Source: an optimization exercise on an open RTL-to-GDS flow (aim: small area). Production flows keep margins and buffers that such runs may drop. Function was checked by simulation only, so behaviour that the tests miss may differ from the original. In every run shown here, the design's own scripts or RTL, not TritonCTS, make the clock network. No driver is modelled on the clock port, so clock power and skew are understated where the tree is cut down; a real chip needs a root buffer or a tree. Power and IR drop assume default switching activity.

==> flow/design.v, too long to show whole: its modules and the start of the top module <==
// module clk_slow: 44 lines
// module distortion: 768 lines
// module trem: 391 lines
// module pedal: 43 lines
module pedal (
    input  logic        clk,
    input  logic        rst,
    input  logic [31:0] x,
    input  logic [1:0]  en,
    input  logic [3:0]  dist_options,
    input  logic [3:0]  trem_options,
    output logic [31:0] y
);
  // ...
==> flow/flow/run.sh <==
#!/bin/bash
# The standard layout with these changes, none to the synthesis:
#  - the port buffers are the smallest buffer cell (buf_1);
#  - between synthesis and floorplan, flow/fixinv2.py picks the polarity of
#    each full adder so that the netlist needs the fewest inverters, and sets
#    each logic cell to the smallest drive of its kind (placement-time repair
#    sizes up what needs it); the logic function and registers are unchanged;
#  - the clock tree is built by flow/mycts.tcl (run as the CTS step's PRE hook):
#    the clock port drives four clkbuf_16, each at the centre of a cluster of
#    flip-flops (k-means with equal-sized clusters), so every flip-flop is one
#    buffer from the port.
# Each tool's output goes to a log here.
set -euo pipefail
HERE=$(pwd)
ARGS=("BUFFER_PORTS_ARGS=-buffer_cell sky130_fd_sc_hd__buf_1"
      "PRE_CTS_TCL=$HERE/flow/mycts.tcl")
R=orfs/results/sky130hd/pedal/base
bash standard.sh "${ARGS[@]}" synth > synth.log 2>&1
cp $R/1_2_yosys.v 1_2_yosys.synth.v
python3 flow/fixinv2.py 1_2_yosys.synth.v $R/1_2_yosys.v --downsize > fixinv.log 2>&1
rm -f $R/1_synth.odb
bash standard.sh "${ARGS[@]}" finish > standard.log 2>&1
==> flow/flow/fixinv2.py <==
#!/usr/bin/env python3
"""Chooses the polarity of every full adder in a gate-level netlist written by
yosys (write_verilog -noattr) so that the fewest inverters are needed.

A full adder with all three inputs inverted gives both outputs inverted, so
each adder may work on the true or the inverted signals. The netlist's
inverters are first folded into polarity marks on the pins they feed; then a
local search picks each adder's polarity; then one inverter is added for each
signal that some pin needs inverted. The logic function is unchanged. Signals
that touch a port or an assign are left as they are.

usage: fixinv2.py IN.v OUT.v"""
import re, sys, random

INV = {"sky130_fd_sc_hd__inv_1", "sky130_fd_sc_hd__inv_2", "sky130_fd_sc_hd__inv_4",
       "sky130_fd_sc_hd__inv_6", "sky130_fd_sc_hd__inv_8",
       "sky130_fd_sc_hd__clkinv_1", "sky130_fd_sc_hd__clkinv_2", "sky130_fd_sc_hd__clkinv_4"}
FA = {"sky130_fd_sc_hd__fa_1", "sky130_fd_sc_hd__fa_2", "sky130_fd_sc_hd__fa_4"}
OUTPINS = {"X", "Y", "Q", "Q_N", "SUM", "COUT"}

text = open(sys.argv[1]).read()
m = re.search(r'^module\s+(\S+)\s*\((.*?)\);', text, re.S | re.M)
head_end = m.end()
endm = text.rindex("endmodule")
body = text[head_end:endm]
inst_re = re.compile(r'^\s*(sky130_fd_sc_hd__\w+)\s+(\S+)\s*\((.*?)\);\s*$', re.S | re.M)
insts = []
for mm in inst_re.finditer(body):
    conns = {}
    for p, n in re.findall(r'\.(\w+)\(([^()]*)\)', mm.group(3)):
        conns[p] = n.strip()
    insts.append({"type": mm.group(1), "name": mm.group(2), "conns": conns})
decl = inst_re.sub("", body)
ports = set()
for kind in ("input", "output", "inout"):
    for mm in re.finditer(r'^\s*%s\s+(?:\[[^\]]*\]\s*)?(.*?);' % kind, decl, re.M):
        for n in mm.group(1).split(","):
            ports.add(n.strip())
assign_nets = set()
for l, r in re.findall(r'^\s*assign\s+(.*?)\s*=\s*(.*?);', decl, re.M):
    for tok in re.findall(r'(\\\S+|[A-Za-z_][\w$.]*)', l + " " + r):
        assign_nets.add(tok)
def base(n):
    return re.sub(r'\s*\[\d+\]$', '', n).strip()
def protected(n):
    return base(n) in ports or base(n) in assign_nets or base(n + " ") in assign_nets or "'" in n

drv = {}
for i in insts:
    for p, n in i["conns"].items():
        if p in OUTPINS:
            drv[n] = (i, p)
def is_inv(i):
    return i["type"] in INV

# fold inverter chains: net -> (root net, parity)
memo = {}
def root(n):
    if n in memo:
        return memo[n]
    d = drv.get(n)
    if d and is_inv(d[0]) and not protected(n):
        r, par = root(d[0]["conns"]["A"])
        memo[n] = (r, par ^ 1)
    else:
        memo[n] = (n, 0)
    return memo[n]

# every signal: consumers (inst, pin, parity needed relative to root)
cons = {}
for i in insts:
    if is_inv(i) and not protected(i["conns"]["Y"]):
        continue
    for p, n in i["conns"].items():
        if p in OUTPINS:
            continue
        r, par = root(n)
        cons.setdefault(r, []).append((i, p, par))
# frozen signals: any protected net in the fold (root protected, or inverter chain via protected)
frozen = set()
for n, (r, par) in list(memo.items()):
    if protected(n) or protected(r):
        frozen.add(r)
for r in cons:
    if protected(r):
        frozen.add(r)

fas = [i for i in insts if i["type"] in FA]
for idx, f in enumerate(fas):
    f["id"] = idx
fixed_fa = set()
for f in fas:
    for p, n in f["conns"].items():
        r = root(n)[0] if p not in OUTPINS else n
        if r in frozen:
            fixed_fa.add(f["id"])
# the signals each adder touches
sig_of = {f["id"]: set() for f in fas}
for r, lst in cons.items():
    for (i, p, par) in lst:
        if i["type"] in FA:
            sig_of[i["id"]].add(r)
src_fa = {}
for f in fas:
    for p in ("SUM", "COUT"):
        src_fa[f["conns"][p]] = f["id"]
        sig_of[f["id"]].add(f["conns"][p])

x = [0] * len(fas)
def cost(r):
    if r in frozen:
        return 0
    sp = x[src_fa[r]] if r in src_fa else 0
    for (i, p, par) in cons.get(r, []):
        need = par ^ (x[i["id"]] if i["type"] in FA else 0)
        if need != sp:
            return 1
    return 0
def total():
    return sum(cost(r) for r in set(cons) | set(src_fa))
best_x, best = list(x), total()
random.seed(1)
for restart in range(30):
    if restart:
        x = [random.randint(0, 1) if j not in fixed_fa else 0 for j in range(len(fas))]
    improved = True
    while improved:
        improved = False
        for j in range(len(fas)):
            if j in fixed_fa:
                continue
            sigs = sig_of[j]
            before = sum(cost(r) for r in sigs)
            x[j] ^= 1
            after = sum(cost(r) for r in sigs)
            if after < before:
                improved = True
            else:
                x[j] ^= 1
    t = total()
    if t < best:
        best, best_x = t, list(x)
x = best_x
init_x = [0] * len(fas)

# rebuild: one inverter per signal that some pin needs inverted
newcnt = [0]
wires = []
out_insts = []
inv_of = {}
def inverted(r, sp):
    # net carrying ~(polarity sp of r)
    key = r
    if key not in inv_of:
        newcnt[0] += 1
        y = "_pol_n%d_" % newcnt[0]
        wires.append(y)
        out_insts.append({"type": "sky130_fd_sc_hd__inv_1", "name": "_pol_i%d_" % newcnt[0],
                          "conns": {"A": r, "Y": y}})
        inv_of[key] = y
    return inv_of[key]
nflip = 0
for i in insts:
    if is_inv(i) and not protected(i["conns"]["Y"]):
        r, par = root(i["conns"]["Y"])
        if r in frozen:
            out_insts.append(i)
        continue
    c = dict(i["conns"])
    if i["type"] in FA and x[i["id"]]:
        nflip += 1
    for p, n in i["conns"].items():
        if p in OUTPINS:
            continue
        r, par = root(n)
        if r in frozen:
            continue
        sp = x[src_fa[r]] if r in src_fa else 0
        need = par ^ (x[i["id"]] if i["type"] in FA else 0)
        c[p] = r if need == sp else inverted(r, sp)
    i2 = dict(i); i2["conns"] = c
    out_insts.append(i2)
# optional: every logic cell to the smallest cell of its family (same pins);
# placement-time repair sizes up what timing, slew or load needs
ndown = 0
if "--downsize" in sys.argv:
    LIB = "/OpenROAD-flow-scripts/flow/platforms/sky130hd/lib/sky130_fd_sc_hd__tt_025C_1v80.lib"
    import os
    if "FLOW_HOME" in os.environ:
        LIB = os.path.join(os.environ["FLOW_HOME"], "platforms/sky130hd/lib/sky130_fd_sc_hd__tt_025C_1v80.lib")
    area = {}
    cur = None
    for line in open(LIB):
        mm = re.match(r'\s*cell\s*\(\s*"?(\w+)"?\s*\)', line)
        if mm:
            cur = mm.group(1)
        mm = re.match(r'\s*area\s*:\s*([\d.]+)', line)
        if mm and cur:
            area[cur] = float(mm.group(1)); cur = None
    fam = {}
    for c in area:
        mm = re.match(r'(sky130_fd_sc_hd__[a-z0-9]+?)_(\d+)$', c)
        if mm and "lpflow" not in c and "probe" not in c:
            fam.setdefault(mm.group(1), []).append((area[c], c))
    for i in out_insts:
        mm = re.match(r'(sky130_fd_sc_hd__[a-z0-9]+?)_(\d+)$', i["type"])
        if not mm or "buf" in i["type"] or i["type"].startswith("sky130_fd_sc_hd__df") \
                or "clk" in i["type"] or "dly" in i["type"]:
            continue
        best = min(fam[mm.group(1)])[1]
        if best != i["type"]:
            i["type"] = best
            ndown += 1
print("fixinv2: %d cells downsized" % ndown)
out = [text[:head_end], decl.rstrip("\n") + "\n"]
for w in wires:
    out.append("  wire %s;\n" % w)
fmt = lambda n: n + " " if n.startswith("\\") else n
for i in out_insts:
    out.append("  %s %s (\n%s\n  );\n" % (i["type"], i["name"],
               ",\n".join("    .%s(%s)" % (p, fmt(n)) for p, n in i["conns"].items())))
out.append(text[endm:])
open(sys.argv[2], "w").write("".join(out))
old = sum(1 for i in insts if is_inv(i))
new = sum(1 for i in out_insts if is_inv(i))
print("fixinv2: inverters %d -> %d, adders flipped %d of %d" % (old, new, nflip, len(fas)))
==> flow/flow/mycts.tcl <==
# PRE_CTS hook: a clock tree built by hand. The clock port drives NBUF
# clock buffers (clkbuf_16), each placed at the centre of a cluster of flip-flops (k-means
# on their places, at most ceil(sinks/NBUF) per cluster) and driving that
# cluster's clock pins; all flip-flops are
# one buffer from the port. TritonCTS is then skipped.
set nbuf 4
if { [info exists ::env(MYCTS_NBUF)] } { set nbuf $::env(MYCTS_NBUF) }
set block [ord::get_db_block]
set clknet [$block findNet clk]
set sinks {}
set xs {}
set ys {}
foreach it [$clknet getITerms] {
  set inst [$it getInst]
  set bb [$inst getBBox]
  lappend sinks $it
  lappend xs [expr {([$bb xMin] + [$bb xMax]) / 2.0}]
  lappend ys [expr {([$bb yMin] + [$bb yMax]) / 2.0}]
}
set n [llength $sinks]
puts "mycts: $n clock sinks, $nbuf buffers"
# k-means, seeded by sorting on x then y
set order [lsort -indices -real $xs]
set cx {}
set cy {}
for {set k 0} {$k < $nbuf} {incr k} {
  set i [lindex $order [expr {int(($k + 0.5) * $n / $nbuf)}]]
  lappend cx [lindex $xs $i]
  lappend cy [lindex $ys $i]
}
set assign [lrepeat $n 0]
# capacity-limited k-means: each cluster takes at most cap sinks, nearest first
set cap [expr {($n + $nbuf - 1) / $nbuf}]
for {set iter 0} {$iter < 50} {incr iter} {
  set pairs {}
  for {set i 0} {$i < $n} {incr i} {
    for {set k 0} {$k < $nbuf} {incr k} {
      set d [expr {abs([lindex $xs $i] - [lindex $cx $k]) + abs([lindex $ys $i] - [lindex $cy $k])}]
      lappend pairs [list $d $i $k]
    }
  }
  set pairs [lsort -real -index 0 $pairs]
  set done [lrepeat $n 0]
  set cnt [lrepeat $nbuf 0]
  foreach p $pairs {
    lassign $p d i k
    if {[lindex $done $i] || [lindex $cnt $k] >= $cap} { continue }
    lset assign $i $k
    lset done $i 1
    lset cnt $k [expr {[lindex $cnt $k] + 1}]
  }
  for {set k 0} {$k < $nbuf} {incr k} {
    set sx 0.0; set sy 0.0; set c 0
    for {set i 0} {$i < $n} {incr i} {
      if {[lindex $assign $i] == $k} { set sx [expr {$sx + [lindex $xs $i]}]; set sy [expr {$sy + [lindex $ys $i]}]; incr c }
    }
    if {$c > 0} { lset cx $k [expr {$sx / $c}]; lset cy $k [expr {$sy / $c}] }
  }
}
set cell sky130_fd_sc_hd__clkbuf_16
if { [info exists ::env(MYCTS_CELL)] } { set cell $::env(MYCTS_CELL) }
set master [[ord::get_db] findMaster $cell]
for {set k 0} {$k < $nbuf} {incr k} {
  set inst [odb::dbInst_create $block $master "clkbuf_m$k"]
  $inst setLocation [expr {int([lindex $cx $k])}] [expr {int([lindex $cy $k])}]
  $inst setPlacementStatus PLACED
  set net [odb::dbNet_create $block "clknet_m$k"]
  $net setSigType CLOCK
  [$inst findITerm A] connect $clknet
  [$inst findITerm X] connect $net
  set c 0
  for {set i 0} {$i < $n} {incr i} {
    if {[lindex $assign $i] == $k} {
      set it [lindex $sinks $i]
      $it disconnect
      $it connect $net
      incr c
    }
  }
  puts "mycts: clkbuf_m$k drives $c sinks"
}
$clknet setSigType CLOCK
set_propagated_clock [all_clocks]
rename clock_tree_synthesis orig_clock_tree_synthesis
proc clock_tree_synthesis { args } {
  puts "mycts: clock tree built by hand, TritonCTS skipped"
}
==> flow/standard.sh <==
#!/bin/bash
# synth_recipe.tcl (not shown) runs the flow's synth.tcl, then flattens the netlist and writes it again
# the make line also repeats each setting of config.mk as NAME=value (left out here)
make -C /OpenROAD-flow-scripts/flow DESIGN_CONFIG=/design/flow/config.mk WORK_HOME=/design/flow/orfs CLKGATE_MAP_FILE= SYNTH_SCRIPT=/design/flow/synth_recipe.tcl "${@:-finish}"
==> flow/config.mk <==
export PLATFORM = sky130hd
export DESIGN_NAME = pedal
export DESIGN_NICKNAME = pedal
export VERILOG_FILES = /design/flow/design.v
export SDC_FILE = /design/flow/constraint.sdc
export NUM_CORES = 4
export LEC_CHECK = 0
export ABC_AREA = 1
export CAP_MARGIN = 0
export CORE_MARGIN = 2
export CORE_UTILIZATION = 70
export SLEW_MARGIN = 0
==> flow/constraint.sdc <==
create_clock -name core_clock -period 10.0 [get_ports {clk}]
set_input_delay 2.0000 -clock core_clock [delete_from_list [all_inputs] [get_ports {clk}]]
set_output_delay 2.0000 -clock core_clock [all_outputs]
set_load 0.01 [all_outputs]
==> qor.yml, run 1 <==
cp.depth: 26
drt_pass1_iterations: 6
hold_viol: 0
area_delta_synth_final_pct: 5.71
row_count: 41
crit_type: "in -> reg"
design.seq.count: 114
reg2reg_depth: 25
max_stage_delay_ns: 0.55
routed_wl_um: 27300
comb-power_mw: 0.213
rsz0062_at_grt: "false"
finalMaxSlewViolations: 0
grt_pass1_wl_um: 43000
core_mm2: 0.0126
antenna_found_initial: 1
drt-met1-wl_um: 9980
drt_iter0_drc: 1277
vias: 9327
slew_headroom_pct: 36.3
nets: 1489
reg2reg_slack_ns: 2.49
postCtsSetupBuffers: 0
hold_path_depth: 2
grt-busiest-layer: "met2"
worstHoldStart: "u_distortion.y[27]"
synth_nets: 1430
tns_ns: 0
insertion_delay_ns: 0.17
status: "complete, no violations"
multi_input_area_mm2: 0.00584
p_per_area_mw_per_mm2: 94.1
hold_ws_ns: 0.415
remaining_drc_errors: 0
viasPerCell: 6.18
diodes: 0
yosysWarnings: 3
p_sw_mw: 0.281
path_clk_slew_ns: 0.10
post-place-ws_ns: 0.835
==> inputs of run 2 (changes only) <==
--- a/flow/config.mk
+++ b/flow/config.mk
@@ -8,5 +8,5 @@
 export ABC_AREA = 1
 export CAP_MARGIN = 0
 export CORE_MARGIN = 2
-export CORE_UTILIZATION = 70
+export CORE_UTILIZATION = 80
 export SLEW_MARGIN = 0
==> qor.yml, run 2 <==
status: "complete, no violations"  # unchanged
arrival_ns: 9.07  # was 9.27 ns
gr-total-overflow: 0  # unchanged
die_y_um: 110  # was 117 µm
utilization_pct: 86.5  # was 75.4%
vias: 9465  # was 9327
fmax_mhz: 111  # was 109 MHz
drt_pass1_iterations: 13  # was 6
path_clk_slew_ns: 0.11  # was 0.10 ns
leakage_nw: 4.46  # was 4.48 nW
area_delta_synth_final_pct: 5.01  # was 5.71%
p_per_area_mw_per_mm2: 94.2  # was 94.1 mW/mm²
fin_skew_ns: 0.0225  # was 0.0165 ns
numPortBuffers: 75  # unchanged
r2r-start: "u_trem.count_int6[2]"  # was u_trem.count_int4[2]
drt_iter0_drc: 1431  # was 1277
fin_crit_ns: 9.00  # was 9.20 ns
crit_type: "in -> reg"  # unchanged
synth_cells: 1280  # unchanged
finalMaxSlewViolations: 0  # unchanged
post-place-ws_ns: 0.929  # was 0.835 ns
grt_pass1_wl_um: 40500  # was 43000 µm
die_w_um: 110  # was 117 µm
register_area_mm2: 0.00228  # unchanged
ir_worst_vdd_v: 0.000160  # was 0.0000877 V
remaining_drc_errors: 0  # unchanged
start_kind: "primary input"  # unchanged
wl_per_cell_um: 17.2  # was 18.1 µm
hold_path_depth: 2  # unchanged
cp-startpoint: "trem_options[0]"  # unchanged
setup_viol_count_final: 0  # unchanged
grt_pass1_vias: 8836  # was 8713
required_ns: 10.07  # about the same
largestRegisters: "u_distortion.y x32, u_trem.y x32, u_trem.p_lo x12"  # unchanged
grt_max_degree: 58  # unchanged
layout_commonest_cell: "nor2_1"  # unchanged
crit_path_end_kind: "flop"  # unchanged
netlist_area_mm2: 0.00897  # unchanged
cp-endpoint: "u_trem.p_lo[11]"  # unchanged
synth_nets: 1430  # unchanged
gp_congestion: 1.16  # was 1.09
pwr-share-seq_pct: 55.0  # was 54.7%
layout_common_cells: "259 x nor2_1, 219 x nand2_1, 178 x inv_1"  # unchanged
cap_violations: 0  # unchanged
p_clk_share_pct: 21.8  # was 21.4%
setup_ws_ns: 1.00  # was 0.804 ns
dpl.hpwl_um: 19000  # was 20900 µm
hp-class: "reg -> reg"  # unchanged
yosysWarnings: 3  # unchanged
routed_wl_um: 25400  # was 27300 µm
track_usage_pct: 42.3  # was 40.0%
p_sw_mw: 0.278  # was 0.281 mW
ctsHoldBuffers: 0  # unchanged
nFillCells: 659  # was 931
p_sw_share_pct: 31.3  # was 31.5%
drive_gt1_share_pct: 0.975  # was 1.20%
reg2reg_slack_ns: 2.74  # was 2.49 ns
postCtsSetupBuffers: 0  # unchanged
p_comb_share_pct: 23.2  # was 23.8%
antenna_found_initial: 0  # was 1
final_cells: 1474  # was 1509
cp_max_fo: 18  # unchanged
period_share_pct: 90.0  # was 92.0%
r2r_end: "u_trem.p_lo[11]"  # unchanged
insertion_delay_ns: 0.18  # was 0.17 ns
tns_ns: 0  # unchanged
slew_headroom_pct: 25.6  # was 36.3%
internal_power_mw: 0.609  # was 0.610 mW
core_mm2: 0.0109  # was 0.0126 mm²
power_mw: 0.887  # was 0.892 mW
num_io_pins: 76  # unchanged
reg2reg_depth: 25  # unchanged
initial_core_util_pct: 82.3  # was 71.3%
rsz0062_at_grt: "false"  # unchanged
row_count: 38  # was 41
die-area_mm2: 0.0121  # was 0.0137 mm²
drtAntennaViolNets: 0  # unchanged
dp_cells: 1470  # was 1505
diodes: 0  # unchanged
hold_viol: 0  # unchanged
ctsResizeCount: 0  # unchanged
multi_input_area_mm2: 0.00584  # unchanged
nets: 1486  # was 1489
syn_avg_cell_area_um2: 7.00  # unchanged
worstMarginPinSlew_ns: 1.11  # was 0.952 ns
viasPerCell: 6.42  # was 6.18
## run 2: cell types whose count changed in the layout (fill, tap and decap cells not counted), sizes merged
cell | previous run | this run
buf | 87 | 84
## run 2: power groups by stage
stage	sequential, mW	clock, mW	combinational, mW
floorplan	0.500	0	0.133
global placement	0.497	0	0.189
detailed placement	0.498	0	0.195
CTS	0.488	0.191	0.196
global route	0.491	0.203	0.224
finish	0.488	0.193	0.206
## run 2: layout make-up
class | instances | share of cell area [%]
Inverter | 178 | 7.10
Sequential cell | 114 | 24.2
Buffer | 4 | 1.06
Timing Repair Buffer | 84 | 3.71
Multi-Input combinational cell | 954 | 62.0
Tap cell | 140 | 1.86
## run 2: metrics by stage
stage	hold slack, ns	instance area [µm²]
after floorplan	0.394	8970
after global placement	0.394	9320
after detailed placement	0.402	9320
after CTS	0.415	9420
after global routing	0.429	9420
final	0.416	9420
## run 2: how the worst min path moves through the flow
stage          slack [ns]      endpoint               start
2_1_floorplan        0.39  u_trem.y[24]  u_distortion.y[24]
3_3_place_gp         0.39  u_trem.y[30]  u_distortion.y[30]
3_5_place_dp         0.40  u_trem.y[28]  u_distortion.y[28]
4_1_cts              0.41  u_trem.y[28]  u_distortion.y[28]
5_1_grt              0.43  u_trem.y[29]  u_distortion.y[29]
6_report             0.42  u_trem.y[28]  u_distortion.y[28]
## run 2: metal layers
metal	global-route usage (%)	vias up	wire length, µm
li1	-	4233	-
met1	53.1	4200	8960
met2	70.4	820	11600
met3	7.59	212	3150
met4	20.6	0	1660
met5	0	-	0
## run 2: critical path, stage by stage
cell	delay (ns)
buf_1	0.26
nand2_1	0.13
o21ai_0	0.10
nor2_1	0.07
buf_4	0.20
inv_1	0.20
nand2_1	0.11
fa_1	0.54
inv_1	0.05
fa_1	0.43
inv_1	0.09
fa_1	0.16
inv_1	0.05
fa_1	0.40
fa_1	0.40
fa_1	0.41
fa_1	0.39
fa_1	0.38
fa_1	0.41
fa_1	0.46
fa_1	0.39
fa_1	0.39
fa_1	0.39
fa_1	0.44
o21ai_0	0.16
nor2_1	0.05

-- separate check: timing with driven ports --
Ports are ideal in the flow. The routed layouts listed here were re-timed in OpenROAD. Step 1 assumes that a clkbuf_16 drives the clock port and a buf_2 every other input. Step 2 adds t to the input delays and takes it off the output delays; t is the mean of the earliest and latest rising clock arrival at the registers after step 1. Input paths then give back, and output paths get back, about the clock's delay inside the block. Slacks: no drivers / after step 1 / after step 2; pairs: no drivers / after step 1.
| run | shift t [ns] | setup slack, ns | worst data-port slew with drivers (ns) | cell pins on the clock port's net |
|---|---|---|---|---|
| run 1 | 0.258 | 0.804 / 0.851 / 0.593 | 0.04 | 4 |
| run 2 | 0.257 | 1.000 / 1.057 / 0.800 | 0.04 | 4 |
After both steps every run listed still meets setup and hold. For run 1, which loses most, drivers alone change the setup slack by +0.047 ns; drivers and shift together by -0.211 ns.
